Context: an optimization exercise on an open-source flow, tuned for small area and a short achievable clock period. The choices shown serve that exercise and are no tape-out recipe. Function was checked by simulation only, so behaviour that the tests miss may differ from the original. Power figures rest on the tool's default switching activity, not on a simulated workload.

==> design/flow/design.v <==
module Decoder_UNIT (
	input  wire [3 : 0] ALU_FUN_DEC,
	output wire         Arith_Enable,
	output wire         Logic_Enable,
	output wire         CMP_Enable,
	output wire         Shift_Enable
);
	assign Arith_Enable = (ALU_FUN_DEC[3:2] == 2'b00);
	assign Logic_Enable = (ALU_FUN_DEC[3:2] == 2'b01);
	assign CMP_Enable   = (ALU_FUN_DEC[3:2] == 2'b10);
	assign Shift_Enable = (ALU_FUN_DEC[3:2] == 2'b11);
endmodule
module ARITHMETIC_UNIT (
	input  wire signed [15:0] A_ARITHMETIC,
	input  wire signed [15:0] B_ARITHMETIC,
	input  wire               clk, rst,
	input  wire        [3:0]  ALU_FUN,
	input  wire               ARITHMETIC_Enable,
	output wire               CMP_EQ,    
	output wire               CMP_LT,    
	output reg                ALU_Carry,
	output reg         [31:0] ARITHMETIC_OUT,
	output reg                ARITHMETIC_Flag
);
	wire [15:0] A = A_ARITHMETIC;
	wire [15:0] B = B_ARITHMETIC;
	wire        sub = ALU_FUN[0] | ALU_FUN[3];
	wire [15:0] bx  = B ^ {16{sub}};
	wire [16:0] s16 = {1'b0, A} + {1'b0, bx} + {16'd0, sub};
	wire        sum16 = A[15] ^ bx[15] ^ s16[16];
	assign CMP_LT = ~s16[16];
	assign CMP_EQ = (s16[15:0] == 16'd0);
	wire [31:0] addsub = {{15{sum16}}, sum16, s16[15:0]};
	wire [31:0] prod; MUL16S MUL_U (.a(A), .b(B), .p(prod));
	wire        nA = A[15];
	wire        nB = B[15];
	wire [15:0] N  = nA ? (~A + 16'd1) : A;
	wire        bz = (B == 16'd0);
	wire [15:0] X  = B ^ {16{~nB}};
	wire        cin = ~nB;
	wire [15:0] q;
	wire [15:0] rem [0:16];
	assign rem[16] = 16'd0;
	genvar k;
	generate
		for (k = 15; k >= 0; k = k - 1) begin : row
			localparam integer W = 16 - k;
			wire [W-1:0] rin;
			if (W == 1) begin : r1
				assign rin = N[k];
			end else begin : rn
				assign rin = {rem[k+1][W-2:0], N[k]};
			end
			wire fits;
			if (W == 16) begin : f16
				assign fits = 1'b1;
			end else begin : fn
				assign fits = nB ? ((&B[15:W]) & (|B[W-1:0])) : ~(|B[15:W]);
			end
			wire [W:0] d = {1'b0, rin} + {1'b0, X[W-1:0]} + {{W{1'b0}}, cin};
			assign q[k] = fits & d[W];
			wire [W-1:0] rout = q[k] ? d[W-1:0] : rin;
			if (W < 16) begin : pad
				assign rem[k] = {{(16-W){1'b0}}, rout};
			end else begin : nopad
				assign rem[k] = rout;
			end
		end
	endgenerate
	wire        neg = (nA ^ nB) & ~bz;
	wire [15:0] qlo = neg ? (~q + 16'd1) : q;
	wire        qhi = bz | (neg & (|q));
	wire [31:0] quot = {{16{qhi}}, qlo};
	reg [31:0] res;
	always @(*) begin
		case (ALU_FUN[1:0])
			2'b00, 2'b01: res = addsub;
			2'b10:        res = prod;
			default:      res = quot;
		endcase
	end
	always @(posedge clk or negedge rst) begin
		if (!rst) begin
			ARITHMETIC_OUT  <= 0;
			ARITHMETIC_Flag <= 0;
			ALU_Carry       <= 0;
		end else begin
			ARITHMETIC_OUT  <= ARITHMETIC_Enable ? res : 32'd0;
			ARITHMETIC_Flag <= ARITHMETIC_Enable;
			ALU_Carry       <= ARITHMETIC_Enable & ~ALU_FUN[1] & sum16;
		end
	end
endmodule
module MUL16S (
	input  wire [15:0] a,
	input  wire [15:0] b,
	output wire [31:0] p
);
	wire one1;
	wire two2;
	wire neg3;
	wire pp4;
	wire pp5;
	wire pp6;
	wire pp7;
	wire pp8;
	wire pp9;
	wire pp10;
	wire pp11;
	wire pp12;
	wire pp13;
	wire pp14;
	wire pp15;
	wire pp16;
	wire pp17;
	wire pp18;
	wire pp19;
	wire pp20;
	wire ns21;
	wire one22;
	wire two23;
	wire neg24;
	wire pp25;
	wire pp26;
	wire pp27;
	wire pp28;
	wire pp29;
	wire pp30;
	wire pp31;
	wire pp32;
	wire pp33;
	wire pp34;
	wire pp35;
	wire pp36;
	wire pp37;
	wire pp38;
	wire pp39;
	wire pp40;
	wire pp41;
	wire ns42;
	wire one43;
	wire two44;
	wire neg45;
	wire pp46;
	wire pp47;
	wire pp48;
	wire pp49;
	wire pp50;
	wire pp51;
	wire pp52;
	wire pp53;
	wire pp54;
	wire pp55;
	wire pp56;
	wire pp57;
	wire pp58;
	wire pp59;
	wire pp60;
	wire pp61;
	wire pp62;
	wire ns63;
	wire one64;
	wire two65;
	wire neg66;
	wire pp67;
	wire pp68;
	wire pp69;
	wire pp70;
	wire pp71;
	wire pp72;
	wire pp73;
	wire pp74;
	wire pp75;
	wire pp76;
	wire pp77;
	wire pp78;
	wire pp79;
	wire pp80;
	wire pp81;
	wire pp82;
	wire pp83;
	wire ns84;
	wire one85;
	wire two86;
	wire neg87;
	wire pp88;
	wire pp89;
	wire pp90;
	wire pp91;
	wire pp92;
	wire pp93;
	wire pp94;
	wire pp95;
	wire pp96;
	wire pp97;
	wire pp98;
	wire pp99;
	wire pp100;
	wire pp101;
	wire pp102;
	wire pp103;
	wire pp104;
	wire ns105;
	wire one106;
	wire two107;
	wire neg108;
	wire pp109;
	wire pp110;
	wire pp111;
	wire pp112;
	wire pp113;
	wire pp114;
	wire pp115;
	wire pp116;
	wire pp117;
	wire pp118;
	wire pp119;
	wire pp120;
	wire pp121;
	wire pp122;
	wire pp123;
	wire pp124;
	wire pp125;
	wire ns126;
	wire one127;
	wire two128;
	wire neg129;
	wire pp130;
	wire pp131;
	wire pp132;
	wire pp133;
	wire pp134;
	wire pp135;
	wire pp136;
	wire pp137;
	wire pp138;
	wire pp139;
	wire pp140;
	wire pp141;
	wire pp142;
	wire pp143;
	wire pp144;
	wire pp145;
	wire pp146;
	wire ns147;
	wire one148;
	wire two149;
	wire neg150;
	wire pp151;
	wire pp152;
	wire pp153;
	wire pp154;
	wire pp155;
	wire pp156;
	wire pp157;
	wire pp158;
	wire pp159;
	wire pp160;
	wire pp161;
	wire pp162;
	wire pp163;
	wire pp164;
	wire pp165;
	wire pp166;
	wire pp167;
	wire ns168;
	wire s169;
	wire c170;
	wire s171;
	wire c172;
	wire s173;
	wire c174;
	wire s175;
	wire c176;
	wire s177;
	wire c178;
	wire s179;
	wire c180;
	wire s181;
	wire c182;
	wire s183;
	wire c184;
	wire s185;
	wire c186;
	wire s187;
	wire c188;
	wire s189;
	wire c190;
	wire s191;
	wire c192;
	wire s193;
	wire c194;
	wire s195;
	wire c196;
	wire s197;
	wire c198;
	wire s199;
	wire c200;
	wire s201;
	wire c202;
	wire s203;
	wire c204;
	wire s205;
	wire c206;
	wire s207;
	wire c208;
	wire s209;
	wire c210;
	wire s211;
	wire c212;
	wire s213;
	wire c214;
	wire s215;
	wire s216;
	wire c217;
	wire s218;
	wire c219;
	wire s220;
	wire c221;
	wire s222;
	wire c223;
	wire s224;
	wire c225;
	wire s226;
	wire c227;
	wire s228;
	wire c229;
	wire s230;
	wire c231;
	wire s232;
	wire c233;
	wire s234;
	wire c235;
	wire s236;
	wire c237;
	wire s238;
	wire c239;
	wire s240;
	wire c241;
	wire s242;
	wire c243;
	wire s244;
	wire c245;
	wire s246;
	wire c247;
	wire s248;
	wire c249;
	wire s250;
	wire c251;
	wire s252;
	wire c253;
	wire s254;
	wire c255;
	wire s256;
	wire c257;
	wire s258;
	wire c259;
	wire s260;
	wire c261;
	wire s262;
	wire c263;
	wire s264;
	wire c265;
	wire s266;
	wire c267;
	wire s268;
	wire c269;
	wire s270;
	wire c271;
	wire s272;
	wire c273;
	wire s274;
	wire c275;
	wire s276;
	wire c277;
	wire s278;
	wire c279;
	wire s280;
	wire c281;
	wire s282;
	wire c283;
	wire s284;
	wire c285;
	wire s286;
	wire s287;
	wire c288;
	wire s289;
	wire c290;
	wire s291;
	wire c292;
	wire s293;
	wire c294;
	wire s295;
	wire c296;
	wire s297;
	wire c298;
	wire s299;
	wire c300;
	wire s301;
	wire c302;
	wire s303;
	wire c304;
	wire s305;
	wire c306;
	wire s307;
	wire c308;
	wire s309;
	wire c310;
	wire s311;
	wire c312;
	wire s313;
	wire c314;
	wire s315;
	wire c316;
	wire s317;
	wire c318;
	wire s319;
	wire c320;
	wire s321;
	wire c322;
	wire s323;
	wire c324;
	wire s325;
	wire c326;
	wire s327;
	wire c328;
	wire s329;
	wire c330;
	wire s331;
	wire c332;
	wire s333;
	wire s334;
	wire c335;
	wire s336;
	wire c337;
	wire s338;
	wire c339;
	wire s340;
	wire c341;
	wire s342;
	wire c343;
	wire s344;
	wire c345;
	wire s346;
	wire c347;
	wire s348;
	wire c349;
	wire s350;
	wire c351;
	wire s352;
	wire c353;
	wire s354;
	wire c355;
	wire s356;
	wire c357;
	wire s358;
	wire c359;
	wire s360;
	wire c361;
	wire s362;
	wire c363;
	wire s364;
	wire c365;
	wire s366;
	wire c367;
	wire s368;
	wire c369;
	wire s370;
	wire c371;
	wire s372;
	wire c373;
	wire s374;
	wire c375;
	wire s376;
	wire c377;
	wire s378;
	wire c379;
	wire s380;
	wire c381;
	wire s382;
	wire c383;
	wire s384;
	wire c385;
	wire s386;
	wire c387;
	wire s388;
	wire s389;
	wire c390;
	wire s391;
	wire c392;
	wire s393;
	wire c394;
	wire s395;
	wire c396;
	wire s397;
	wire c398;
	wire s399;
	wire c400;
	wire s401;
	wire c402;
	wire s403;
	wire c404;
	wire s405;
	wire c406;
	wire s407;
	wire c408;
	wire s409;
	wire c410;
	wire s411;
	wire c412;
	wire s413;
	wire c414;
	wire s415;
	wire c416;
	wire s417;
	wire c418;
	wire s419;
	wire c420;
	wire s421;
	wire c422;
	wire s423;
	wire c424;
	wire s425;
	wire c426;
	wire s427;
	wire c428;
	wire s429;
	wire c430;
	wire s431;
	wire c432;
	wire s433;
	wire c434;
	wire s435;
	wire c436;
	wire s437;
	wire c438;
	wire s439;
	wire c440;
	wire s441;
	wire c442;
	wire s443;
	wire c444;
	wire s445;
	wire c446;
	wire s447;
	wire c448;
	wire s449;
	wire c450;
	wire s451;
	wire c452;
	assign one1 = b[0] ^ 1'b0;
	assign two2 = (b[1] & ~b[0] & ~1'b0) | (~b[1] & b[0] & 1'b0);
	assign neg3 = b[1];
	assign pp4 = ((one1 & a[0]) | (two2 & 1'b0)) ^ neg3;
	assign pp5 = ((one1 & a[1]) | (two2 & a[0])) ^ neg3;
	assign pp6 = ((one1 & a[2]) | (two2 & a[1])) ^ neg3;
	assign pp7 = ((one1 & a[3]) | (two2 & a[2])) ^ neg3;
	assign pp8 = ((one1 & a[4]) | (two2 & a[3])) ^ neg3;
	assign pp9 = ((one1 & a[5]) | (two2 & a[4])) ^ neg3;
	assign pp10 = ((one1 & a[6]) | (two2 & a[5])) ^ neg3;
	assign pp11 = ((one1 & a[7]) | (two2 & a[6])) ^ neg3;
	assign pp12 = ((one1 & a[8]) | (two2 & a[7])) ^ neg3;
	assign pp13 = ((one1 & a[9]) | (two2 & a[8])) ^ neg3;
	assign pp14 = ((one1 & a[10]) | (two2 & a[9])) ^ neg3;
	assign pp15 = ((one1 & a[11]) | (two2 & a[10])) ^ neg3;
	assign pp16 = ((one1 & a[12]) | (two2 & a[11])) ^ neg3;
	assign pp17 = ((one1 & a[13]) | (two2 & a[12])) ^ neg3;
	assign pp18 = ((one1 & a[14]) | (two2 & a[13])) ^ neg3;
	assign pp19 = ((one1 & a[15]) | (two2 & a[14])) ^ neg3;
	assign pp20 = ((one1 & a[15]) | (two2 & a[15])) ^ neg3;
	assign ns21 = ~pp20;
	assign one22 = b[2] ^ b[1];
	assign two23 = (b[3] & ~b[2] & ~b[1]) | (~b[3] & b[2] & b[1]);
	assign neg24 = b[3];
	assign pp25 = ((one22 & a[0]) | (two23 & 1'b0)) ^ neg24;
	assign pp26 = ((one22 & a[1]) | (two23 & a[0])) ^ neg24;
	assign pp27 = ((one22 & a[2]) | (two23 & a[1])) ^ neg24;
	assign pp28 = ((one22 & a[3]) | (two23 & a[2])) ^ neg24;
	assign pp29 = ((one22 & a[4]) | (two23 & a[3])) ^ neg24;
	assign pp30 = ((one22 & a[5]) | (two23 & a[4])) ^ neg24;
	assign pp31 = ((one22 & a[6]) | (two23 & a[5])) ^ neg24;
	assign pp32 = ((one22 & a[7]) | (two23 & a[6])) ^ neg24;
	assign pp33 = ((one22 & a[8]) | (two23 & a[7])) ^ neg24;
	assign pp34 = ((one22 & a[9]) | (two23 & a[8])) ^ neg24;
	assign pp35 = ((one22 & a[10]) | (two23 & a[9])) ^ neg24;
	assign pp36 = ((one22 & a[11]) | (two23 & a[10])) ^ neg24;
	assign pp37 = ((one22 & a[12]) | (two23 & a[11])) ^ neg24;
	assign pp38 = ((one22 & a[13]) | (two23 & a[12])) ^ neg24;
	assign pp39 = ((one22 & a[14]) | (two23 & a[13])) ^ neg24;
	assign pp40 = ((one22 & a[15]) | (two23 & a[14])) ^ neg24;
	assign pp41 = ((one22 & a[15]) | (two23 & a[15])) ^ neg24;
	assign ns42 = ~pp41;
	assign one43 = b[4] ^ b[3];
	assign two44 = (b[5] & ~b[4] & ~b[3]) | (~b[5] & b[4] & b[3]);
	assign neg45 = b[5];
	assign pp46 = ((one43 & a[0]) | (two44 & 1'b0)) ^ neg45;
	assign pp47 = ((one43 & a[1]) | (two44 & a[0])) ^ neg45;
	assign pp48 = ((one43 & a[2]) | (two44 & a[1])) ^ neg45;
	assign pp49 = ((one43 & a[3]) | (two44 & a[2])) ^ neg45;
	assign pp50 = ((one43 & a[4]) | (two44 & a[3])) ^ neg45;
	assign pp51 = ((one43 & a[5]) | (two44 & a[4])) ^ neg45;
	assign pp52 = ((one43 & a[6]) | (two44 & a[5])) ^ neg45;
	assign pp53 = ((one43 & a[7]) | (two44 & a[6])) ^ neg45;
	assign pp54 = ((one43 & a[8]) | (two44 & a[7])) ^ neg45;
	assign pp55 = ((one43 & a[9]) | (two44 & a[8])) ^ neg45;
	assign pp56 = ((one43 & a[10]) | (two44 & a[9])) ^ neg45;
	assign pp57 = ((one43 & a[11]) | (two44 & a[10])) ^ neg45;
	assign pp58 = ((one43 & a[12]) | (two44 & a[11])) ^ neg45;
	assign pp59 = ((one43 & a[13]) | (two44 & a[12])) ^ neg45;
	assign pp60 = ((one43 & a[14]) | (two44 & a[13])) ^ neg45;
	assign pp61 = ((one43 & a[15]) | (two44 & a[14])) ^ neg45;
	assign pp62 = ((one43 & a[15]) | (two44 & a[15])) ^ neg45;
	assign ns63 = ~pp62;
	assign one64 = b[6] ^ b[5];
	assign two65 = (b[7] & ~b[6] & ~b[5]) | (~b[7] & b[6] & b[5]);
	assign neg66 = b[7];
	assign pp67 = ((one64 & a[0]) | (two65 & 1'b0)) ^ neg66;
	assign pp68 = ((one64 & a[1]) | (two65 & a[0])) ^ neg66;
	assign pp69 = ((one64 & a[2]) | (two65 & a[1])) ^ neg66;
	assign pp70 = ((one64 & a[3]) | (two65 & a[2])) ^ neg66;
	assign pp71 = ((one64 & a[4]) | (two65 & a[3])) ^ neg66;
	assign pp72 = ((one64 & a[5]) | (two65 & a[4])) ^ neg66;
	assign pp73 = ((one64 & a[6]) | (two65 & a[5])) ^ neg66;
	assign pp74 = ((one64 & a[7]) | (two65 & a[6])) ^ neg66;
	assign pp75 = ((one64 & a[8]) | (two65 & a[7])) ^ neg66;
	assign pp76 = ((one64 & a[9]) | (two65 & a[8])) ^ neg66;
	assign pp77 = ((one64 & a[10]) | (two65 & a[9])) ^ neg66;
	assign pp78 = ((one64 & a[11]) | (two65 & a[10])) ^ neg66;
	assign pp79 = ((one64 & a[12]) | (two65 & a[11])) ^ neg66;
	assign pp80 = ((one64 & a[13]) | (two65 & a[12])) ^ neg66;
	assign pp81 = ((one64 & a[14]) | (two65 & a[13])) ^ neg66;
	assign pp82 = ((one64 & a[15]) | (two65 & a[14])) ^ neg66;
	assign pp83 = ((one64 & a[15]) | (two65 & a[15])) ^ neg66;
	assign ns84 = ~pp83;
	assign one85 = b[8] ^ b[7];
	assign two86 = (b[9] & ~b[8] & ~b[7]) | (~b[9] & b[8] & b[7]);
	assign neg87 = b[9];
	assign pp88 = ((one85 & a[0]) | (two86 & 1'b0)) ^ neg87;
	assign pp89 = ((one85 & a[1]) | (two86 & a[0])) ^ neg87;
	assign pp90 = ((one85 & a[2]) | (two86 & a[1])) ^ neg87;
	assign pp91 = ((one85 & a[3]) | (two86 & a[2])) ^ neg87;
	assign pp92 = ((one85 & a[4]) | (two86 & a[3])) ^ neg87;
	assign pp93 = ((one85 & a[5]) | (two86 & a[4])) ^ neg87;
	assign pp94 = ((one85 & a[6]) | (two86 & a[5])) ^ neg87;
	assign pp95 = ((one85 & a[7]) | (two86 & a[6])) ^ neg87;
	assign pp96 = ((one85 & a[8]) | (two86 & a[7])) ^ neg87;
	assign pp97 = ((one85 & a[9]) | (two86 & a[8])) ^ neg87;
	assign pp98 = ((one85 & a[10]) | (two86 & a[9])) ^ neg87;
	assign pp99 = ((one85 & a[11]) | (two86 & a[10])) ^ neg87;
	assign pp100 = ((one85 & a[12]) | (two86 & a[11])) ^ neg87;
	assign pp101 = ((one85 & a[13]) | (two86 & a[12])) ^ neg87;
	assign pp102 = ((one85 & a[14]) | (two86 & a[13])) ^ neg87;
	assign pp103 = ((one85 & a[15]) | (two86 & a[14])) ^ neg87;
	assign pp104 = ((one85 & a[15]) | (two86 & a[15])) ^ neg87;
	assign ns105 = ~pp104;
	assign one106 = b[10] ^ b[9];
	assign two107 = (b[11] & ~b[10] & ~b[9]) | (~b[11] & b[10] & b[9]);
	assign neg108 = b[11];
	assign pp109 = ((one106 & a[0]) | (two107 & 1'b0)) ^ neg108;
	assign pp110 = ((one106 & a[1]) | (two107 & a[0])) ^ neg108;
	assign pp111 = ((one106 & a[2]) | (two107 & a[1])) ^ neg108;
	assign pp112 = ((one106 & a[3]) | (two107 & a[2])) ^ neg108;
	assign pp113 = ((one106 & a[4]) | (two107 & a[3])) ^ neg108;
	assign pp114 = ((one106 & a[5]) | (two107 & a[4])) ^ neg108;
	assign pp115 = ((one106 & a[6]) | (two107 & a[5])) ^ neg108;
	assign pp116 = ((one106 & a[7]) | (two107 & a[6])) ^ neg108;
	assign pp117 = ((one106 & a[8]) | (two107 & a[7])) ^ neg108;
	assign pp118 = ((one106 & a[9]) | (two107 & a[8])) ^ neg108;
	assign pp119 = ((one106 & a[10]) | (two107 & a[9])) ^ neg108;
	assign pp120 = ((one106 & a[11]) | (two107 & a[10])) ^ neg108;
	assign pp121 = ((one106 & a[12]) | (two107 & a[11])) ^ neg108;
	assign pp122 = ((one106 & a[13]) | (two107 & a[12])) ^ neg108;
	assign pp123 = ((one106 & a[14]) | (two107 & a[13])) ^ neg108;
	assign pp124 = ((one106 & a[15]) | (two107 & a[14])) ^ neg108;
	assign pp125 = ((one106 & a[15]) | (two107 & a[15])) ^ neg108;
	assign ns126 = ~pp125;
	assign one127 = b[12] ^ b[11];
	assign two128 = (b[13] & ~b[12] & ~b[11]) | (~b[13] & b[12] & b[11]);
	assign neg129 = b[13];
	assign pp130 = ((one127 & a[0]) | (two128 & 1'b0)) ^ neg129;
	assign pp131 = ((one127 & a[1]) | (two128 & a[0])) ^ neg129;
	assign pp132 = ((one127 & a[2]) | (two128 & a[1])) ^ neg129;
	assign pp133 = ((one127 & a[3]) | (two128 & a[2])) ^ neg129;
	assign pp134 = ((one127 & a[4]) | (two128 & a[3])) ^ neg129;
	assign pp135 = ((one127 & a[5]) | (two128 & a[4])) ^ neg129;
	assign pp136 = ((one127 & a[6]) | (two128 & a[5])) ^ neg129;
	assign pp137 = ((one127 & a[7]) | (two128 & a[6])) ^ neg129;
	assign pp138 = ((one127 & a[8]) | (two128 & a[7])) ^ neg129;
	assign pp139 = ((one127 & a[9]) | (two128 & a[8])) ^ neg129;
	assign pp140 = ((one127 & a[10]) | (two128 & a[9])) ^ neg129;
	assign pp141 = ((one127 & a[11]) | (two128 & a[10])) ^ neg129;
	assign pp142 = ((one127 & a[12]) | (two128 & a[11])) ^ neg129;
	assign pp143 = ((one127 & a[13]) | (two128 & a[12])) ^ neg129;
	assign pp144 = ((one127 & a[14]) | (two128 & a[13])) ^ neg129;
	assign pp145 = ((one127 & a[15]) | (two128 & a[14])) ^ neg129;
	assign pp146 = ((one127 & a[15]) | (two128 & a[15])) ^ neg129;
	assign ns147 = ~pp146;
	assign one148 = b[14] ^ b[13];
	assign two149 = (b[15] & ~b[14] & ~b[13]) | (~b[15] & b[14] & b[13]);
	assign neg150 = b[15];
	assign pp151 = ((one148 & a[0]) | (two149 & 1'b0)) ^ neg150;
	assign pp152 = ((one148 & a[1]) | (two149 & a[0])) ^ neg150;
	assign pp153 = ((one148 & a[2]) | (two149 & a[1])) ^ neg150;
	assign pp154 = ((one148 & a[3]) | (two149 & a[2])) ^ neg150;
	assign pp155 = ((one148 & a[4]) | (two149 & a[3])) ^ neg150;
	assign pp156 = ((one148 & a[5]) | (two149 & a[4])) ^ neg150;
	assign pp157 = ((one148 & a[6]) | (two149 & a[5])) ^ neg150;
	assign pp158 = ((one148 & a[7]) | (two149 & a[6])) ^ neg150;
	assign pp159 = ((one148 & a[8]) | (two149 & a[7])) ^ neg150;
	assign pp160 = ((one148 & a[9]) | (two149 & a[8])) ^ neg150;
	assign pp161 = ((one148 & a[10]) | (two149 & a[9])) ^ neg150;
	assign pp162 = ((one148 & a[11]) | (two149 & a[10])) ^ neg150;
	assign pp163 = ((one148 & a[12]) | (two149 & a[11])) ^ neg150;
	assign pp164 = ((one148 & a[13]) | (two149 & a[12])) ^ neg150;
	assign pp165 = ((one148 & a[14]) | (two149 & a[13])) ^ neg150;
	assign pp166 = ((one148 & a[15]) | (two149 & a[14])) ^ neg150;
	assign pp167 = ((one148 & a[15]) | (two149 & a[15])) ^ neg150;
	assign ns168 = ~pp167;
	assign s169 = neg108 ^ pp109;
	assign c170 = neg108 & pp109;
	assign s171 = pp110 ^ pp91;
	assign c172 = pp110 & pp91;
	assign s173 = neg129 ^ pp130 ^ pp111;
	assign c174 = (neg129 & pp130) | (neg129 & pp111) | (pp130 & pp111);
	assign s175 = pp92 ^ pp73;
	assign c176 = pp92 & pp73;
	assign s177 = pp131 ^ pp112 ^ pp93;
	assign c178 = (pp131 & pp112) | (pp131 & pp93) | (pp112 & pp93);
	assign s179 = pp74 ^ pp55;
	assign c180 = pp74 & pp55;
	assign s181 = neg150 ^ pp151 ^ pp132;
	assign c182 = (neg150 & pp151) | (neg150 & pp132) | (pp151 & pp132);
	assign s183 = pp113 ^ pp94 ^ pp75;
	assign c184 = (pp113 & pp94) | (pp113 & pp75) | (pp94 & pp75);
	assign s185 = pp56 ^ pp37;
	assign c186 = pp56 & pp37;
	assign s187 = pp152 ^ pp133 ^ pp114;
	assign c188 = (pp152 & pp133) | (pp152 & pp114) | (pp133 & pp114);
	assign s189 = pp95 ^ pp76 ^ pp57;
	assign c190 = (pp95 & pp76) | (pp95 & pp57) | (pp76 & pp57);
	assign s191 = pp38 ^ pp19;
	assign c192 = pp38 & pp19;
	assign s193 = ~(pp153 ^ pp134);
	assign c194 = pp153 | pp134;
	assign s195 = pp115 ^ pp96 ^ pp77;
	assign c196 = (pp115 & pp96) | (pp115 & pp77) | (pp96 & pp77);
	assign s197 = pp58 ^ pp39 ^ ns21;
	assign c198 = (pp58 & pp39) | (pp58 & ns21) | (pp39 & ns21);
	assign s199 = ~(pp154 ^ pp135);
	assign c200 = pp154 | pp135;
	assign s201 = pp116 ^ pp97 ^ pp78;
	assign c202 = (pp116 & pp97) | (pp116 & pp78) | (pp97 & pp78);
	assign s203 = pp59 ^ pp40;
	assign c204 = pp59 & pp40;
	assign s205 = pp155 ^ pp136 ^ pp117;
	assign c206 = (pp155 & pp136) | (pp155 & pp117) | (pp136 & pp117);
	assign s207 = pp98 ^ pp79 ^ pp60;
	assign c208 = (pp98 & pp79) | (pp98 & pp60) | (pp79 & pp60);
	assign s209 = ~(pp156 ^ pp137);
	assign c210 = pp156 | pp137;
	assign s211 = pp118 ^ pp99;
	assign c212 = pp118 & pp99;
	assign s213 = pp157 ^ pp138 ^ pp119;
	assign c214 = (pp157 & pp138) | (pp157 & pp119) | (pp138 & pp119);
	assign s215 = ~pp158;
	assign s216 = neg66 ^ pp67;
	assign c217 = neg66 & pp67;
	assign s218 = pp68 ^ pp49;
	assign c219 = pp68 & pp49;
	assign s220 = neg87 ^ pp88 ^ pp69;
	assign c221 = (neg87 & pp88) | (neg87 & pp69) | (pp88 & pp69);
	assign s222 = pp50 ^ pp31;
	assign c223 = pp50 & pp31;
	assign s224 = pp89 ^ pp70 ^ pp51;
	assign c225 = (pp89 & pp70) | (pp89 & pp51) | (pp70 & pp51);
	assign s226 = pp32 ^ pp13;
	assign c227 = pp32 & pp13;
	assign s228 = pp90 ^ pp71 ^ pp52;
	assign c229 = (pp90 & pp71) | (pp90 & pp52) | (pp71 & pp52);
	assign s230 = pp33 ^ pp14 ^ s169;
	assign c231 = (pp33 & pp14) | (pp33 & s169) | (pp14 & s169);
	assign s232 = pp72 ^ pp53 ^ pp34;
	assign c233 = (pp72 & pp53) | (pp72 & pp34) | (pp53 & pp34);
	assign s234 = pp15 ^ s171 ^ c170;
	assign c235 = (pp15 & s171) | (pp15 & c170) | (s171 & c170);
	assign s236 = pp54 ^ pp35 ^ pp16;
	assign c237 = (pp54 & pp35) | (pp54 & pp16) | (pp35 & pp16);
	assign s238 = s175 ^ s173 ^ c172;
	assign c239 = (s175 & s173) | (s175 & c172) | (s173 & c172);
	assign s240 = pp36 ^ pp17 ^ s179;
	assign c241 = (pp36 & pp17) | (pp36 & s179) | (pp17 & s179);
	assign s242 = s177 ^ c176 ^ c174;
	assign c243 = (s177 & c176) | (s177 & c174) | (c176 & c174);
	assign s244 = pp18 ^ s185 ^ s183;
	assign c245 = (pp18 & s185) | (pp18 & s183) | (s185 & s183);
	assign s246 = s181 ^ c180 ^ c178;
	assign c247 = (s181 & c180) | (s181 & c178) | (c180 & c178);
	assign s248 = s191 ^ s189 ^ s187;
	assign c249 = (s191 & s189) | (s191 & s187) | (s189 & s187);
	assign s250 = c186 ^ c184 ^ c182;
	assign c251 = (c186 & c184) | (c186 & c182) | (c184 & c182);
	assign s252 = s197 ^ s195 ^ s193;
	assign c253 = (s197 & s195) | (s197 & s193) | (s195 & s193);
	assign s254 = c192 ^ c190 ^ c188;
	assign c255 = (c192 & c190) | (c192 & c188) | (c190 & c188);
	assign s256 = s203 ^ s201 ^ s199;
	assign c257 = (s203 & s201) | (s203 & s199) | (s201 & s199);
	assign s258 = c198 ^ c196 ^ c194;
	assign c259 = (c198 & c196) | (c198 & c194) | (c196 & c194);
	assign s260 = ns42 ^ s207 ^ s205;
	assign c261 = (ns42 & s207) | (ns42 & s205) | (s207 & s205);
	assign s262 = c204 ^ c202 ^ c200;
	assign c263 = (c204 & c202) | (c204 & c200) | (c202 & c200);
	assign s264 = pp80 ^ pp61 ^ s211;
	assign c265 = (pp80 & pp61) | (pp80 & s211) | (pp61 & s211);
	assign s266 = s209 ^ c208 ^ c206;
	assign c267 = (s209 & c208) | (s209 & c206) | (c208 & c206);
	assign s268 = pp100 ^ pp81 ^ ns63;
	assign c269 = (pp100 & pp81) | (pp100 & ns63) | (pp81 & ns63);
	assign s270 = s213 ^ c212 ^ c210;
	assign c271 = (s213 & c212) | (s213 & c210) | (c212 & c210);
	assign s272 = pp139 ^ pp120 ^ pp101;
	assign c273 = (pp139 & pp120) | (pp139 & pp101) | (pp120 & pp101);
	assign s274 = pp82 ^ s215 ^ c214;
	assign c275 = (pp82 & s215) | (pp82 & c214) | (s215 & c214);
	assign s276 = pp159 ^ pp140 ^ pp121;
	assign c277 = (pp159 & pp140) | (pp159 & pp121) | (pp140 & pp121);
	assign s278 = pp102 ^ ns84 ^ pp158;
	assign c279 = (pp102 & ns84) | (pp102 & pp158) | (ns84 & pp158);
	assign s280 = ~(pp160 ^ pp141);
	assign c281 = pp160 | pp141;
	assign s282 = pp122 ^ pp103;
	assign c283 = pp122 & pp103;
	assign s284 = pp161 ^ pp142 ^ pp123;
	assign c285 = (pp161 & pp142) | (pp161 & pp123) | (pp142 & pp123);
	assign s286 = ~pp162;
	assign s287 = neg45 ^ pp46;
	assign c288 = neg45 & pp46;
	assign s289 = pp47 ^ pp28;
	assign c290 = pp47 & pp28;
	assign s291 = pp48 ^ pp29 ^ pp10;
	assign c292 = (pp48 & pp29) | (pp48 & pp10) | (pp29 & pp10);
	assign s293 = pp30 ^ pp11 ^ s218;
	assign c294 = (pp30 & pp11) | (pp30 & s218) | (pp11 & s218);
	assign s295 = pp12 ^ s222 ^ s220;
	assign c296 = (pp12 & s222) | (pp12 & s220) | (s222 & s220);
	assign s297 = s226 ^ s224 ^ c223;
	assign c298 = (s226 & s224) | (s226 & c223) | (s224 & c223);
	assign s299 = s230 ^ s228 ^ c227;
	assign c300 = (s230 & s228) | (s230 & c227) | (s228 & c227);
	assign s301 = s234 ^ s232 ^ c231;
	assign c302 = (s234 & s232) | (s234 & c231) | (s232 & c231);
	assign s303 = s238 ^ s236 ^ c235;
	assign c304 = (s238 & s236) | (s238 & c235) | (s236 & c235);
	assign s305 = s242 ^ s240 ^ c239;
	assign c306 = (s242 & s240) | (s242 & c239) | (s240 & c239);
	assign s307 = s246 ^ s244 ^ c243;
	assign c308 = (s246 & s244) | (s246 & c243) | (s244 & c243);
	assign s309 = s250 ^ s248 ^ c247;
	assign c310 = (s250 & s248) | (s250 & c247) | (s248 & c247);
	assign s311 = s254 ^ s252 ^ c251;
	assign c312 = (s254 & s252) | (s254 & c251) | (s252 & c251);
	assign s313 = s258 ^ s256 ^ c255;
	assign c314 = (s258 & s256) | (s258 & c255) | (s256 & c255);
	assign s315 = s262 ^ s260 ^ c259;
	assign c316 = (s262 & s260) | (s262 & c259) | (s260 & c259);
	assign s317 = s266 ^ s264 ^ c263;
	assign c318 = (s266 & s264) | (s266 & c263) | (s264 & c263);
	assign s319 = s270 ^ s268 ^ c267;
	assign c320 = (s270 & s268) | (s270 & c267) | (s268 & c267);
	assign s321 = s274 ^ s272 ^ c271;
	assign c322 = (s274 & s272) | (s274 & c271) | (s272 & c271);
	assign s323 = s278 ^ s276 ^ c275;
	assign c324 = (s278 & s276) | (s278 & c275) | (s276 & c275);
	assign s325 = s282 ^ s280 ^ c279;
	assign c326 = (s282 & s280) | (s282 & c279) | (s280 & c279);
	assign s327 = ns105 ^ s284 ^ c283;
	assign c328 = (ns105 & s284) | (ns105 & c283) | (s284 & c283);
	assign s329 = pp143 ^ pp124 ^ s286;
	assign c330 = (pp143 & pp124) | (pp143 & s286) | (pp124 & s286);
	assign s331 = pp163 ^ pp144 ^ ns126;
	assign c332 = (pp163 & pp144) | (pp163 & ns126) | (pp144 & ns126);
	assign s333 = ~pp164;
	assign s334 = neg24 ^ pp25;
	assign c335 = neg24 & pp25;
	assign s336 = pp26 ^ pp7;
	assign c337 = pp26 & pp7;
	assign s338 = pp27 ^ pp8 ^ s287;
	assign c339 = (pp27 & pp8) | (pp27 & s287) | (pp8 & s287);
	assign s340 = pp9 ^ s289 ^ c288;
	assign c341 = (pp9 & s289) | (pp9 & c288) | (s289 & c288);
	assign s342 = s216 ^ s291 ^ c290;
	assign c343 = (s216 & s291) | (s216 & c290) | (s291 & c290);
	assign s344 = c217 ^ s293 ^ c292;
	assign c345 = (c217 & s293) | (c217 & c292) | (s293 & c292);
	assign s346 = c219 ^ s295 ^ c294;
	assign c347 = (c219 & s295) | (c219 & c294) | (s295 & c294);
	assign s348 = c221 ^ s297 ^ c296;
	assign c349 = (c221 & s297) | (c221 & c296) | (s297 & c296);
	assign s350 = c225 ^ s299 ^ c298;
	assign c351 = (c225 & s299) | (c225 & c298) | (s299 & c298);
	assign s352 = c229 ^ s301 ^ c300;
	assign c353 = (c229 & s301) | (c229 & c300) | (s301 & c300);
	assign s354 = c233 ^ s303 ^ c302;
	assign c355 = (c233 & s303) | (c233 & c302) | (s303 & c302);
	assign s356 = c237 ^ s305 ^ c304;
	assign c357 = (c237 & s305) | (c237 & c304) | (s305 & c304);
	assign s358 = c241 ^ s307 ^ c306;
	assign c359 = (c241 & s307) | (c241 & c306) | (s307 & c306);
	assign s360 = c245 ^ s309 ^ c308;
	assign c361 = (c245 & s309) | (c245 & c308) | (s309 & c308);
	assign s362 = c249 ^ s311 ^ c310;
	assign c363 = (c249 & s311) | (c249 & c310) | (s311 & c310);
	assign s364 = c253 ^ s313 ^ c312;
	assign c365 = (c253 & s313) | (c253 & c312) | (s313 & c312);
	assign s366 = c257 ^ s315 ^ c314;
	assign c367 = (c257 & s315) | (c257 & c314) | (s315 & c314);
	assign s368 = c261 ^ s317 ^ c316;
	assign c369 = (c261 & s317) | (c261 & c316) | (s317 & c316);
	assign s370 = c265 ^ s319 ^ c318;
	assign c371 = (c265 & s319) | (c265 & c318) | (s319 & c318);
	assign s372 = c269 ^ s321 ^ c320;
	assign c373 = (c269 & s321) | (c269 & c320) | (s321 & c320);
	assign s374 = c273 ^ s323 ^ c322;
	assign c375 = (c273 & s323) | (c273 & c322) | (s323 & c322);
	assign s376 = c277 ^ s325 ^ c324;
	assign c377 = (c277 & s325) | (c277 & c324) | (s325 & c324);
	assign s378 = c281 ^ s327 ^ c326;
	assign c379 = (c281 & s327) | (c281 & c326) | (s327 & c326);
	assign s380 = c285 ^ s329 ^ c328;
	assign c381 = (c285 & s329) | (c285 & c328) | (s329 & c328);
	assign s382 = pp162 ^ s331 ^ c330;
	assign c383 = (pp162 & s331) | (pp162 & c330) | (s331 & c330);
	assign s384 = pp145 ^ s333 ^ c332;
	assign c385 = (pp145 & s333) | (pp145 & c332) | (s333 & c332);
	assign s386 = pp165 ^ ns147 ^ pp164;
	assign c387 = (pp165 & ns147) | (pp165 & pp164) | (ns147 & pp164);
	assign s388 = ~pp166;
	assign s389 = pp4 ^ neg3;
	assign c390 = pp4 & neg3;
	assign p[0] = s389;
	assign s391 = pp5 ^ c390;
	assign c392 = pp5 & c390;
	assign p[1] = s391;
	assign s393 = s334 ^ pp6 ^ c392;
	assign c394 = (s334 & pp6) | (s334 & c392) | (pp6 & c392);
	assign p[2] = s393;
	assign s395 = c335 ^ s336 ^ c394;
	assign c396 = (c335 & s336) | (c335 & c394) | (s336 & c394);
	assign p[3] = s395;
	assign s397 = c337 ^ s338 ^ c396;
	assign c398 = (c337 & s338) | (c337 & c396) | (s338 & c396);
	assign p[4] = s397;
	assign s399 = c339 ^ s340 ^ c398;
	assign c400 = (c339 & s340) | (c339 & c398) | (s340 & c398);
	assign p[5] = s399;
	assign s401 = c341 ^ s342 ^ c400;
	assign c402 = (c341 & s342) | (c341 & c400) | (s342 & c400);
	assign p[6] = s401;
	assign s403 = c343 ^ s344 ^ c402;
	assign c404 = (c343 & s344) | (c343 & c402) | (s344 & c402);
	assign p[7] = s403;
	assign s405 = c345 ^ s346 ^ c404;
	assign c406 = (c345 & s346) | (c345 & c404) | (s346 & c404);
	assign p[8] = s405;
	assign s407 = c347 ^ s348 ^ c406;
	assign c408 = (c347 & s348) | (c347 & c406) | (s348 & c406);
	assign p[9] = s407;
	assign s409 = c349 ^ s350 ^ c408;
	assign c410 = (c349 & s350) | (c349 & c408) | (s350 & c408);
	assign p[10] = s409;
	assign s411 = c351 ^ s352 ^ c410;
	assign c412 = (c351 & s352) | (c351 & c410) | (s352 & c410);
	assign p[11] = s411;
	assign s413 = c353 ^ s354 ^ c412;
	assign c414 = (c353 & s354) | (c353 & c412) | (s354 & c412);
	assign p[12] = s413;
	assign s415 = c355 ^ s356 ^ c414;
	assign c416 = (c355 & s356) | (c355 & c414) | (s356 & c414);
	assign p[13] = s415;
	assign s417 = c357 ^ s358 ^ c416;
	assign c418 = (c357 & s358) | (c357 & c416) | (s358 & c416);
	assign p[14] = s417;
	assign s419 = c359 ^ s360 ^ c418;
	assign c420 = (c359 & s360) | (c359 & c418) | (s360 & c418);
	assign p[15] = s419;
	assign s421 = c361 ^ s362 ^ c420;
	assign c422 = (c361 & s362) | (c361 & c420) | (s362 & c420);
	assign p[16] = s421;
	assign s423 = c363 ^ s364 ^ c422;
	assign c424 = (c363 & s364) | (c363 & c422) | (s364 & c422);
	assign p[17] = s423;
	assign s425 = c365 ^ s366 ^ c424;
	assign c426 = (c365 & s366) | (c365 & c424) | (s366 & c424);
	assign p[18] = s425;
	assign s427 = c367 ^ s368 ^ c426;
	assign c428 = (c367 & s368) | (c367 & c426) | (s368 & c426);
	assign p[19] = s427;
	assign s429 = c369 ^ s370 ^ c428;
	assign c430 = (c369 & s370) | (c369 & c428) | (s370 & c428);
	assign p[20] = s429;
	assign s431 = c371 ^ s372 ^ c430;
	assign c432 = (c371 & s372) | (c371 & c430) | (s372 & c430);
	assign p[21] = s431;
	assign s433 = c373 ^ s374 ^ c432;
	assign c434 = (c373 & s374) | (c373 & c432) | (s374 & c432);
	assign p[22] = s433;
	assign s435 = c375 ^ s376 ^ c434;
	assign c436 = (c375 & s376) | (c375 & c434) | (s376 & c434);
	assign p[23] = s435;
	assign s437 = c377 ^ s378 ^ c436;
	assign c438 = (c377 & s378) | (c377 & c436) | (s378 & c436);
	assign p[24] = s437;
	assign s439 = c379 ^ s380 ^ c438;
	assign c440 = (c379 & s380) | (c379 & c438) | (s380 & c438);
	assign p[25] = s439;
	assign s441 = c381 ^ s382 ^ c440;
	assign c442 = (c381 & s382) | (c381 & c440) | (s382 & c440);
	assign p[26] = s441;
	assign s443 = c383 ^ s384 ^ c442;
	assign c444 = (c383 & s384) | (c383 & c442) | (s384 & c442);
	assign p[27] = s443;
	assign s445 = c385 ^ s386 ^ c444;
	assign c446 = (c385 & s386) | (c385 & c444) | (s386 & c444);
	assign p[28] = s445;
	assign s447 = c387 ^ s388 ^ c446;
	assign c448 = (c387 & s388) | (c387 & c446) | (s388 & c446);
	assign p[29] = s447;
	assign s449 = pp166 ^ ns168 ^ c448;
	assign c450 = (pp166 & ns168) | (pp166 & c448) | (ns168 & c448);
	assign p[30] = s449;
	assign s451 = 1'b1 ^ c450;
	assign c452 = 1'b1 & c450;
	assign p[31] = s451;
endmodule
module LOGIC_UNIT (
	input  wire [15:0] A_logic,
	input  wire [15:0] B_logic,
	input  wire        clk, rst,
	input  wire [1:0]  FUN,
	input  wire        Logic_Enable,
	output wire [31:0] Logic_OUT,
	output reg         Logic_Flag
);
	reg  [15:0] lo;
	reg         hi;
	wire [15:0] val = (FUN[0] ? (A_logic | B_logic) : (A_logic & B_logic)) ^ {16{FUN[1]}};
	always @(posedge clk or negedge rst) begin
		if (!rst) begin
			lo <= 0; hi <= 0; Logic_Flag <= 0;
		end else begin
			lo <= Logic_Enable ? val : 16'd0;
			hi <= Logic_Enable & FUN[1];
			Logic_Flag <= Logic_Enable;
		end
	end
	assign Logic_OUT = {{16{hi}}, lo};
endmodule
module CMP_UNIT (
	input  wire        eq,     
	input  wire        lt,     
	input  wire        clk, rst,
	input  wire [1:0]  FUN,
	input  wire        CMP_Enable,
	output wire [31:0] CMP_OUT,
	output reg         CMP_Flag
);
	reg  [1:0] r;
	wire gt = ~eq & ~lt;
	wire b0 = (FUN == 2'b01) ? eq : (FUN == 2'b11) ? lt : 1'b0;
	wire b1 = (FUN == 2'b10) ? gt : (FUN == 2'b11) ? lt : 1'b0;
	always @(posedge clk or negedge rst) begin
		if (!rst) begin
			r <= 0; CMP_Flag <= 0;
		end else begin
			r <= CMP_Enable ? {b1, b0} : 2'b00;
			CMP_Flag <= CMP_Enable;
		end
	end
	assign CMP_OUT = {30'd0, r};
endmodule
module SHIFT_UNIT (
	input  wire [15:0] A_SHIFT,
	input  wire [15:0] B_SHIFT,
	input  wire        clk, rst,
	input  wire [1:0]  FUN,
	input  wire        SHIFT_Enable,
	output wire [31:0] SHIFT_OUT,
	output reg         SHIFT_Flag
);
	reg  [16:0] r;
	wire [15:0] x   = FUN[1] ? B_SHIFT : A_SHIFT;
	wire [16:0] val = FUN[0] ? {x, 1'b0} : {2'b00, x[15:1]};
	always @(posedge clk or negedge rst) begin
		if (!rst) begin
			r <= 0; SHIFT_Flag <= 0;
		end else begin
			r <= SHIFT_Enable ? val : 17'd0;
			SHIFT_Flag <= SHIFT_Enable;
		end
	end
	assign SHIFT_OUT = {15'd0, r};
endmodule
module ALU_TOP # (
	parameter A_WIDTH_TOP = 16,
	parameter B_WIDTH_TOP = 16,
	parameter OUT_WIDTH_TOP = A_WIDTH_TOP + B_WIDTH_TOP)
(	input  wire signed [A_WIDTH_TOP-1 : 0]   A,
	input  wire signed [B_WIDTH_TOP-1 : 0]   B,
	input  wire                              clk, rst,
	input  wire        [3 : 0]               ALU_FUN,
	output wire        [OUT_WIDTH_TOP-1 : 0] ARITHMETIC_OUT,
	output wire        [OUT_WIDTH_TOP-1 : 0] Logic_OUT,
	output wire        [OUT_WIDTH_TOP-1 : 0] CMP_OUT,
	output wire        [OUT_WIDTH_TOP-1 : 0] SHIFT_OUT,
	output wire                              Carry_OUT,
	output wire                              ARITHMETIC_Flag,
	output wire                              Logic_Flag,
	output wire                              CMP_Flag,
	output wire                              SHIFT_Flag
);
wire int_Arith_Enable, int_Logic_Enable, int_CMP_Enable, int_Shift_Enable;
wire cmp_eq, cmp_lt;
Decoder_UNIT DEC_U (
	.ALU_FUN_DEC(ALU_FUN),
	.Arith_Enable(int_Arith_Enable),
	.Logic_Enable(int_Logic_Enable),
	.CMP_Enable(int_CMP_Enable),
	.Shift_Enable(int_Shift_Enable)
);
ARITHMETIC_UNIT ARITH_U (
	.A_ARITHMETIC(A),
	.B_ARITHMETIC(B),
	.clk(clk),
	.rst(rst),
	.ALU_FUN(ALU_FUN),
	.ARITHMETIC_Enable(int_Arith_Enable),
	.CMP_EQ(cmp_eq),
	.CMP_LT(cmp_lt),
	.ALU_Carry(Carry_OUT),
	.ARITHMETIC_OUT(ARITHMETIC_OUT),
	.ARITHMETIC_Flag(ARITHMETIC_Flag)
);
LOGIC_UNIT LOG_U (
	.A_logic(A),
	.B_logic(B),
	.clk(clk),
	.rst(rst),
	.FUN(ALU_FUN[1:0]),
	.Logic_Enable(int_Logic_Enable),
	.Logic_OUT(Logic_OUT),
	.Logic_Flag(Logic_Flag)
);
CMP_UNIT CMP_U (
	.eq(cmp_eq),
	.lt(cmp_lt),
	.clk(clk),
	.rst(rst),
	.FUN(ALU_FUN[1:0]),
	.CMP_Enable(int_CMP_Enable),
	.CMP_OUT(CMP_OUT),
	.CMP_Flag(CMP_Flag)
);
SHIFT_UNIT SHIFT_U (
	.A_SHIFT(A),
	.B_SHIFT(B),
	.clk(clk),
	.rst(rst),
	.FUN(ALU_FUN[1:0]),
	.SHIFT_Enable(int_Shift_Enable),
	.SHIFT_OUT(SHIFT_OUT),
	.SHIFT_Flag(SHIFT_Flag)
);
endmodule
==> design/flow/run.sh <==
#!/bin/bash
# synth_recipe.tcl (not shown) runs the flow's synth.tcl, then flattens the netlist and writes it again
# the make line also repeats each setting of config.mk as NAME=value (left out here)
make -C /OpenROAD-flow-scripts/flow DESIGN_CONFIG=/design/flow/config.mk WORK_HOME=/design/flow/orfs CLKGATE_MAP_FILE= SYNTH_SCRIPT=/design/flow/synth_recipe.tcl finish
==> design/flow/config.mk <==
export PLATFORM = sky130hd
export DESIGN_NAME = ALU_TOP
export DESIGN_NICKNAME = ALU_TOP
export VERILOG_FILES = /design/flow/design.v
export SDC_FILE = /design/flow/constraint.sdc
export NUM_CORES = 4
export LEC_CHECK = 0
export CAP_MARGIN = 20
export CORE_MARGIN = 2
export CORE_UTILIZATION = 40
export SLEW_MARGIN = 20
==> design/flow/constraint.sdc <==
create_clock -name core_clock -period 84.0 [get_ports {clk}]
set_input_delay 16.8000 -clock core_clock [delete_from_list [all_inputs] [get_ports {clk}]]
set_output_delay 16.8000 -clock core_clock [all_outputs]
set_load 0.01 [all_outputs]
==> flow_results.xml <==
<?xml version="1.0" encoding="UTF-8"?>
<metrics>
  <group name="outcome">
    <metric name="run_status" unit="">complete, no violations</metric>
  </group>
  <group name="yosys">
    <metric name="synth-seq-area-share" unit="%">9.43</metric>
    <metric name="synth.cell_area" unit="sq um">19400</metric>
    <metric name="synth_top_area_share" unit="%">13.2</metric>
    <metric name="synth_area_leaders" unit="">sky130_fd_sc_hd__fa_1, sky130_fd_sc_hd__ha_1, sky130_fd_sc_hd__xnor2_1, sky130_fd_sc_hd__dfrtp_1, sky130_fd_sc_hd__a22oi_1</metric>
    <metric name="ys_dominant_reg_cell" unit="">sky130_fd_sc_hd__dfrtp_1</metric>
    <metric name="synth.ff_latch_count" unit="">73</metric>
    <metric name="synth_most_common_cell" unit="">sky130_fd_sc_hd__xnor2_1</metric>
    <metric name="number_of_enable_flip_flop_cells_after_synthesis" unit="">0</metric>
    <metric name="synthesis.yosys.warnings" unit="">4</metric>
    <metric name="netlist.top_cell.by_area" unit="">sky130_fd_sc_hd__fa_1</metric>
    <metric name="yosys.cell_types.count" unit="">100</metric>
    <metric name="syn-instance-count" unit="">2395</metric>
    <metric name="post_synth.cell_area_avg" unit="sq um">8.09</metric>
    <metric name="synth_common_cells" unit="">sky130_fd_sc_hd__xnor2_1, sky130_fd_sc_hd__ha_1, sky130_fd_sc_hd__inv_1</metric>
    <metric name="synth-async-reset-ratio" unit="%">100</metric>
  </group>
  <group name="drt">
    <metric name="dr.first_iter.drc_count" unit="">2062</metric>
    <metric name="avgViaCountPerCell" unit="">6.18</metric>
    <metric name="ant_nets" unit="">0</metric>
    <metric name="drc" unit="">0</metric>
    <metric name="vias" unit="">18800</metric>
    <metric name="wirelength" unit="um">72900</metric>
    <metric name="avgRoutedWirePerCell" unit="um">24.0</metric>
    <metric name="drt_first_pass_iters" unit="">7</metric>
  </group>
  <group name="global_routing">
    <metric name="grt_pass1_wl" unit="um">112000</metric>
    <metric name="grt_start_max_net_pins" unit="">69</metric>
    <metric name="antenna_violations_before_repair" unit="">1</metric>
    <metric name="grt_pass1_vias" unit="">18600</metric>
    <metric name="grtUsageTotal" unit="%">29.1</metric>
    <metric name="overflow_left_after_global_routing" unit="">0</metric>
  </group>
  <group name="die">
    <metric name="initial_utilization" unit="%">40.6</metric>
    <metric name="io-pin-count" unit="">171</metric>
    <metric name="design.core.area" unit="sq um">47700</metric>
    <metric name="dieArea" unit="sq um">50200</metric>
    <metric name="fp.dieW" unit="um">224</metric>
    <metric name="chipHeight" unit="um">224</metric>
    <metric name="rows" unit="">80</metric>
  </group>
  <group name="setup_path">
    <metric name="max_stage_delay" unit="ns">1.06</metric>
    <metric name="crit_start" unit="">B[13]</metric>
    <metric name="critical_path_peak_fanout" unit="">25</metric>
    <metric name="critical_path.endpoint" unit="">ARITH_U.ARITHMETIC_OUT[4]</metric>
    <metric name="worstSetupPathType" unit="">input pin to flop</metric>
    <metric name="start_kind" unit="">input pin</metric>
    <metric name="cp_data_arrival_time" unit="ns">52.42</metric>
    <metric name="cp_slowest_cell" unit="">sky130_fd_sc_hd__clkdlybuf4s50_1</metric>
    <metric name="cell_seen_most_often_among_critical_path_stages" unit="">sky130_fd_sc_hd__ha_1</metric>
    <metric name="worstPathRequired" unit="ns">84.30</metric>
    <metric name="end_kind" unit="">flop</metric>
  </group>
  <group name="final_layout">
    <metric name="final-instance-count-excl-fill" unit="">3038</metric>
    <metric name="layout-drive-gt1-share" unit="%">7.43</metric>
    <metric name="area.sequential" unit="sq um">1830</metric>
    <metric name="postLayoutCoreUtil" unit="%">44.5</metric>
    <metric name="multi_input_comb_area" unit="sq um">16000</metric>
    <metric name="diodes" unit="">0</metric>
    <metric name="finalNetCount" unit="">2764</metric>
    <metric name="syn_to_final_growth" unit="%">9.56</metric>
    <metric name="num-fill-cells" unit="">4786</metric>
  </group>
  <group name="placed_design">
    <metric name="final_gp_congestion" unit="">0.970</metric>
    <metric name="dpl.hpwl" unit="um">54000</metric>
    <metric name="io_buffer_count" unit="">125</metric>
    <metric name="place.detailed.instances" unit="">3022</metric>
  </group>
  <group name="timing">
    <metric name="final_hold_viol_count" unit="">0</metric>
    <metric name="maxSlewViolCount" unit="">0</metric>
    <metric name="tightest_slew" unit="ns">1.23</metric>
    <metric name="highest_clock_frequency_the_design_can_meet" unit="MHz">19.2</metric>
    <metric name="finalCriticalPeriod" unit="ns">52.12</metric>
    <metric name="setup_viol_count_final" unit="">0</metric>
    <metric name="max_slew_margin" unit="%">17.5</metric>
    <metric name="tns" unit="ns">0</metric>
    <metric name="min_period_over_period" unit="%">62.0</metric>
    <metric name="rsz_0062_raised_after_global_routing" unit="">no</metric>
  </group>
  <group name="clock_network">
    <metric name="cts_buffer_depth" unit="">2</metric>
    <metric name="post_cts_hold_buffer_count" unit="">0</metric>
    <metric name="cts_resized" unit="">0</metric>
    <metric name="cts.root.buffer_cell" unit="">sky130_fd_sc_hd__clkbuf_16</metric>
    <metric name="reg_clk_slew_reported_paths" unit="ns">0.07</metric>
    <metric name="cts_num_sinks" unit="">73</metric>
    <metric name="htree_num_levels" unit="">3</metric>
    <metric name="cts_setup_buffers" unit="">0</metric>
    <metric name="cts_made_buffers" unit="">9</metric>
    <metric name="clock_tree_from_tritoncts" unit="">yes</metric>
  </group>
  <group name="pwr">
    <metric name="share_comb_of_total_power" unit="%">84.1</metric>
    <metric name="power_leakage" unit="nW">9.07</metric>
    <metric name="swShare" unit="%">53.1</metric>
    <metric name="power.switching" unit="mW">0.274</metric>
    <metric name="largest_vdd_supply_drop" unit="mV">0.0458</metric>
    <metric name="cellInternalPower" unit="mW">0.242</metric>
    <metric name="p_clk_share" unit="%">7.8</metric>
    <metric name="fraction_of_power_consumed_by_sequential_logic" unit="%">8.1</metric>
    <metric name="cellPowerDensity" unit="nW/um^2">24.3</metric>
  </group>
  <group name="hold_path">
    <metric name="min_path_type" unit="">input pin to asynchronous set/reset pin</metric>
  </group>
  <group name="run">
    <metric name="maxCapViolCount" unit="">0</metric>
  </group>
</metrics>
-- sequential cells by signal, indices dropped and copies added (netlist names) --
name                     flops
ARITH_U.ARITHMETIC_OUT      32
SHIFT_U.r                   17
LOG_U.lo                    16
CMP_U.r                      2
ARITH_U.ALU_Carry            1
ARITH_U.ARITHMETIC_Flag      1
CMP_U.CMP_Flag               1
LOG_U.Logic_Flag             1
LOG_U.hi                     1
SHIFT_U.SHIFT_Flag           1
-- worst max-delay path: cells and delay by family --
family	cells	cell delay [ns]
AOI/OAI and AO/OA	54	15.29
and+or+nand+nor	36	8.55
adders and majority gates	17	5.96
muxes	6	2.45
buffers and inverters	6	2.27
xor gates and xnor gates	4	1.08
-- metrics by stage --
stage / instance area [sq um] / setup slack [ns] / power, mW / hold slack, ns
after floorplan: 19500 / 37.24 / 0.333 / 16.50
after global placement: 20900 / 32.57 / 0.470 / 16.70
after detailed placement: 20900 / 31.96 / 0.471 / 16.71
after CTS: 21200 / 32.20 / 0.515 / 16.28
after global routing: 21200 / 29.58 / 0.571 / 16.29
final: 21200 / 31.88 / 0.516 / 16.28
-- layer usage --
metal	GRT usage (%)	share of wire (%)
met4	11.3	4.1
met3	4.88	7.7
met1	38.7	42
met2	47.2	46
met5	0	0
-- how the worst min path moves through the flow --
stage / startpoint / slack (ns) / depth (start not counted) / to
2_1_floorplan: rst / 16.50 / 0 / ARITH_U.ALU_Carry
3_5_place_dp: rst / 16.71 / 1 / LOG_U.lo[8]
6_report: rst / 16.28 / 1 / ARITH_U.ARITHMETIC_OUT[17]
5_1_grt: rst / 16.29 / 1 / ARITH_U.ARITHMETIC_OUT[17]
4_1_cts: rst / 16.28 / 1 / ARITH_U.ARITHMETIC_OUT[17]
3_3_place_gp: rst / 16.70 / 1 / LOG_U.lo[8]
-- cells in the final DEF (no fill, tap or decap), types with 12 or more instances in the layout --
cell type,count
sky130_fd_sc_hd__nand3_1,42
sky130_fd_sc_hd__or3_1,21
sky130_fd_sc_hd__o31a_1,12
sky130_fd_sc_hd__or2_2,19
sky130_fd_sc_hd__mux2_2,28
sky130_fd_sc_hd__a21oi_1,132
sky130_fd_sc_hd__o21ai_0,107
sky130_fd_sc_hd__nand2b_1,18
sky130_fd_sc_hd__a21o_1,37
sky130_fd_sc_hd__dfrtp_1,73
sky130_fd_sc_hd__and3_1,16
sky130_fd_sc_hd__mux2i_1,32
sky130_fd_sc_hd__clkdlybuf4s50_1,119
sky130_fd_sc_hd__nor2b_1,39
sky130_fd_sc_hd__o21a_1,43
sky130_fd_sc_hd__nor3_1,35
sky130_fd_sc_hd__inv_1,174
sky130_fd_sc_hd__nor4_1,16
sky130_fd_sc_hd__o211ai_1,19
sky130_fd_sc_hd__buf_4,58
sky130_fd_sc_hd__o31ai_1,20
sky130_fd_sc_hd__xor2_1,40
sky130_fd_sc_hd__nand2_1,153
sky130_fd_sc_hd__fa_1,128
sky130_fd_sc_hd__and2_1,24
sky130_fd_sc_hd__nor2_1,150
sky130_fd_sc_hd__ha_1,180
sky130_fd_sc_hd__a22oi_1,115
sky130_fd_sc_hd__a211oi_1,22
sky130_fd_sc_hd__a31oi_1,30
sky130_fd_sc_hd__xnor2_1,229
sky130_fd_sc_hd__conb_1,45
sky130_fd_sc_hd__nand4_1,19
-- area by class of cell --
type                            instances  share of cell area (%)
Clock inverter                          5                   0.183
Sequential cell                        73                    8.60
Inverter                              182                    3.22
Tap cell                              615                    3.62
Timing Repair Buffer                  182                    7.78
Multi-Input combinational cell       1970                    75.4
Clock buffer                           11                    1.14
-- logic make-up (layout without fill, tap and decap cells) --
logic type | Yosys count | in the layout | share of synthesized area [%]
other | 1 | 45 | 0.0194
AOI/OAI and AO/OA | 661 | 661 | 23.5
DFF | 73 | 73 | 9.43
adders and majority gates | 318 | 318 | 25.4
muxes | 71 | 71 | 4.56
and+or+nand+nor | 603 | 603 | 15.8
buffers and inverters | 396 | 380 | 8.99
xor gates and xnor gates | 272 | 272 | 12.3
-- power groups by stage --
| stage | sequential, mW | combinational, mW | clock, mW |
|---|---|---|---|
| after floorplan | 0.0443 | 0.289 | 0 |
| after global placement | 0.0425 | 0.428 | 0 |
| after detailed placement | 0.0424 | 0.428 | 0 |
| after CTS | 0.0418 | 0.432 | 0.0415 |
| after global routing | 0.0421 | 0.486 | 0.0428 |
| final | 0.0416 | 0.434 | 0.0403 |

==> static timing again, ports no longer ideal <==
How much do the figures lean on ideal ports? The routed layout below was timed once more, with nothing changed but the port constraints. Step 1 (the two cells are an assumption about what drives the block):
set clk [get_ports {clk}]
set_driving_cell -lib_cell sky130_fd_sc_hd__clkbuf_16 $clk
set_driving_cell -lib_cell sky130_fd_sc_hd__buf_2 [delete_from_list [all_inputs] $clk]
Step 2 also shifts input and output timing later by t, the mid clock arrival at the registers, as if the neighbouring blocks saw the same clock. a / b / c = ideal / step 1 / step 2; a / b = the first two.
shift t [ns]: 0.445
setup WS [ns]: 31.880 / 31.911 / 31.467
worst register clock-pin slew, ns: 0.07 / 0.07
After both steps setup and hold are still met in this run. For this run, drivers alone change the setup slack by +0.031 ns; drivers and shift together by -0.413 ns.
